Context: an optimization exercise on an open-source flow, tuned for small area, a short achievable clock period and few clock cycles. The choices shown serve that exercise and are no tape-out recipe.

Design draw_subsystem, start of the top module:
module draw_subsystem(
    input               clk,
    input               rst_,
    input  [51:0]       line_op,
    input               line_rts,
    output              line_rtr,
    input  [41:0]       circle_op,
    input               circle_rts,
    output              circle_rtr,
    output [16:0]       mem_addr,
    output [3:0]        mem_wben,
    output [31:0]       mem_wdata,
    input  [31:0]       mem_rdata,
    output              idle
    );
    wire        l_valid, l_take, l_busy;
    wire [16:0] l_addr;
    wire [7:0]  l_mask;
    wire [11:0] l_col;
    wire        c_valid, c_take, c_busy;
    wire [16:0] c_addr;
    wire [7:0]  c_mask;
    wire [11:0] c_col;
    wire        m_busy;
    reg busy_q;
    assign idle = !busy_q;
    always @(posedge clk or negedge rst_) begin
        if (!rst_)
            busy_q <= 1'b0;
        else
            busy_q <= l_busy || c_busy || m_busy
                   || (line_rts && line_rtr) || (circle_rts && circle_rtr);
    end
    line_drawer ld (
        .clk(clk), .rst_(rst_),
        .in_op(line_op), .in_rts(line_rts), .in_rtr(line_rtr),
        .v_valid(l_valid), .v_addr(l_addr), .v_mask(l_mask), .v_col(l_col),
        .v_take(l_take), .busy(l_busy)
    );
    circle_drawer cd (
        .clk(clk), .rst_(rst_),
        .in_op(circle_op), .in_rts(circle_rts), .in_rtr(circle_rtr),
  ...
export LEC_CHECK = 0
export CAP_MARGIN = 20
export CORE_MARGIN = 2
export CORE_UTILIZATION = 40
export CTS_CLUSTER_DIAMETER = 100
export CTS_CLUSTER_SIZE = 20
export SLEW_MARGIN = 20
create_clock -name core_clock -period 10.0 [get_ports {clk}]
standard.sh (not shown) runs the stock make flow with config.mk's settings and CLKGATE_MAP_FILE= SYNTH_SCRIPT=/design/flow/synth_recipe.tcl, a recipe that flattens the netlist after the stock synthesis.
==> flow/flow/run.sh <==
#!/bin/bash
# The standard layout (standard.sh) with two repair settings changed:
#  - the port buffers are sky130_fd_sc_hd__buf_1 (buffer_ports picks
#    clkdlybuf4s50_1 by default, a slow delay cell);
set -euo pipefail
sed "s|CLKGATE_MAP_FILE= |CLKGATE_MAP_FILE= SETUP_SLACK_MARGIN=6.8 'BUFFER_PORTS_ARGS=-buffer_cell sky130_fd_sc_hd__buf_1' |" standard.sh > standard_tuned.sh
bash standard_tuned.sh > flow.log 2>&1
==> next run, changes <==
==> flow/flow/run.sh (replaced) <==
#!/bin/bash
# The standard layout (standard.sh) with two repair settings changed:
#  - the port buffers are sky130_fd_sc_hd__buf_1 (buffer_ports picks
#    clkdlybuf4s50_1 by default, a slow delay cell);
set -euo pipefail
sed "s|CLKGATE_MAP_FILE= |CLKGATE_MAP_FILE= SETUP_SLACK_MARGIN=7 'BUFFER_PORTS_ARGS=-buffer_cell sky130_fd_sc_hd__buf_1' |" standard.sh > standard_tuned.sh
bash standard_tuned.sh > flow.log 2>&1
--- a/flow/config.mk
+++ b/flow/config.mk
@@ -13 +13,2 @@
 export SLEW_MARGIN = 20
+export TNS_END_PERCENT = 10
Result: Fmax rises by 2.7%. Cell count goes down by 1.1%. Via count goes down by about 2.2%. Setup slack gets better by 0.090 ns. Utilization decreases by 0.78 points. Count of clock-buffer cells in the layout does not change. Synthesized area is unchanged.
No functional check of the RTL was part of any run of this note.


## delta
Another version of the RTL of draw_subsystem (not shown whole).
Size in the first run: about 310 flip-flops, ~21000 µm² of cells after synthesis.
export LEC_CHECK = 0
export CAP_MARGIN = 20
export CORE_MARGIN = 2
export CORE_UTILIZATION = 40
export SLEW_MARGIN = 20
create_clock -name core_clock -period 10.0 [get_ports {clk}]
==> flow/flow/run.sh <==
#!/bin/bash
# The standard layout (standard.sh) with two repair settings changed:
#  - the port buffers are sky130_fd_sc_hd__buf_4 (buffer_ports picks
#    clkdlybuf4s50_1 by default, a slow delay cell);
set -euo pipefail
sed "s|CLKGATE_MAP_FILE= |CLKGATE_MAP_FILE= SETUP_SLACK_MARGIN=6 'BUFFER_PORTS_ARGS=-buffer_cell sky130_fd_sc_hd__buf_4' |" standard.sh > standard_tuned.sh
bash standard_tuned.sh > flow.log 2>&1
delta: done, clean on timing, DRC and antenna
Changes in yarrow relative to delta:
==> flow/flow/run.sh <==
#!/bin/bash
# The standard layout (standard.sh) with two repair settings changed:
#  - the port buffers are sky130_fd_sc_hd__buf_4 (buffer_ports picks
#    clkdlybuf4s50_1 by default, a slow delay cell);
set -euo pipefail
sed "s|CLKGATE_MAP_FILE= |CLKGATE_MAP_FILE= SETUP_SLACK_MARGIN=7 'BUFFER_PORTS_ARGS=-buffer_cell sky130_fd_sc_hd__buf_4' |" standard.sh > standard_tuned.sh
bash standard_tuned.sh > flow.log 2>&1
Results
Compared with delta, yarrow shows met1 usage higher by 0.37 points.
NOTE: number of cells on the worst reg-to-reg path in yarrow exceeds that of delta
As far as count of pins on the block boundary goes, delta and yarrow are indistinguishable; the numbers are identical.
No run of this note included a check of the RTL's function; only the layout flow was run.

-- afterwards: timing with drivers on the ports --
In the flow no input, the clock included, has a driving cell. The finished layouts below were timed again as built, in two steps. Step 1 assumes that a clkbuf_16 drives the clock port and a buf_2 every other input. Step 2 also shifts input and output timing later by t, the mid clock arrival at the registers, as if the neighbouring blocks saw the same clock. Slacks: ideal / step 1 / step 2; pairs: ideal / step 1.
run	t (ns)	setup slack, ns	hold WS [ns]	latest minus earliest clock arrival (ns)
the first run of note 1	0.589	6.548 / 6.548 / 6.311	0.507 / 0.507 / 0.507	0.024 / 0.025
the second run of note 1	0.593	6.638 / 6.629 / 6.332	0.499 / 0.499 / 0.499	0.048 / 0.048
delta	0.621	6.228 / 6.228 / 5.769	0.472 / 0.472 / 0.472	0.023 / 0.022
yarrow	0.628	6.678 / 6.620 / 6.550	0.464 / 0.464 / 0.464	0.029 / 0.030
After both steps setup and hold are still met in every run listed. For delta, which loses most, drivers alone change the setup slack by 0.000 ns; drivers and shift together by -0.459 ns.
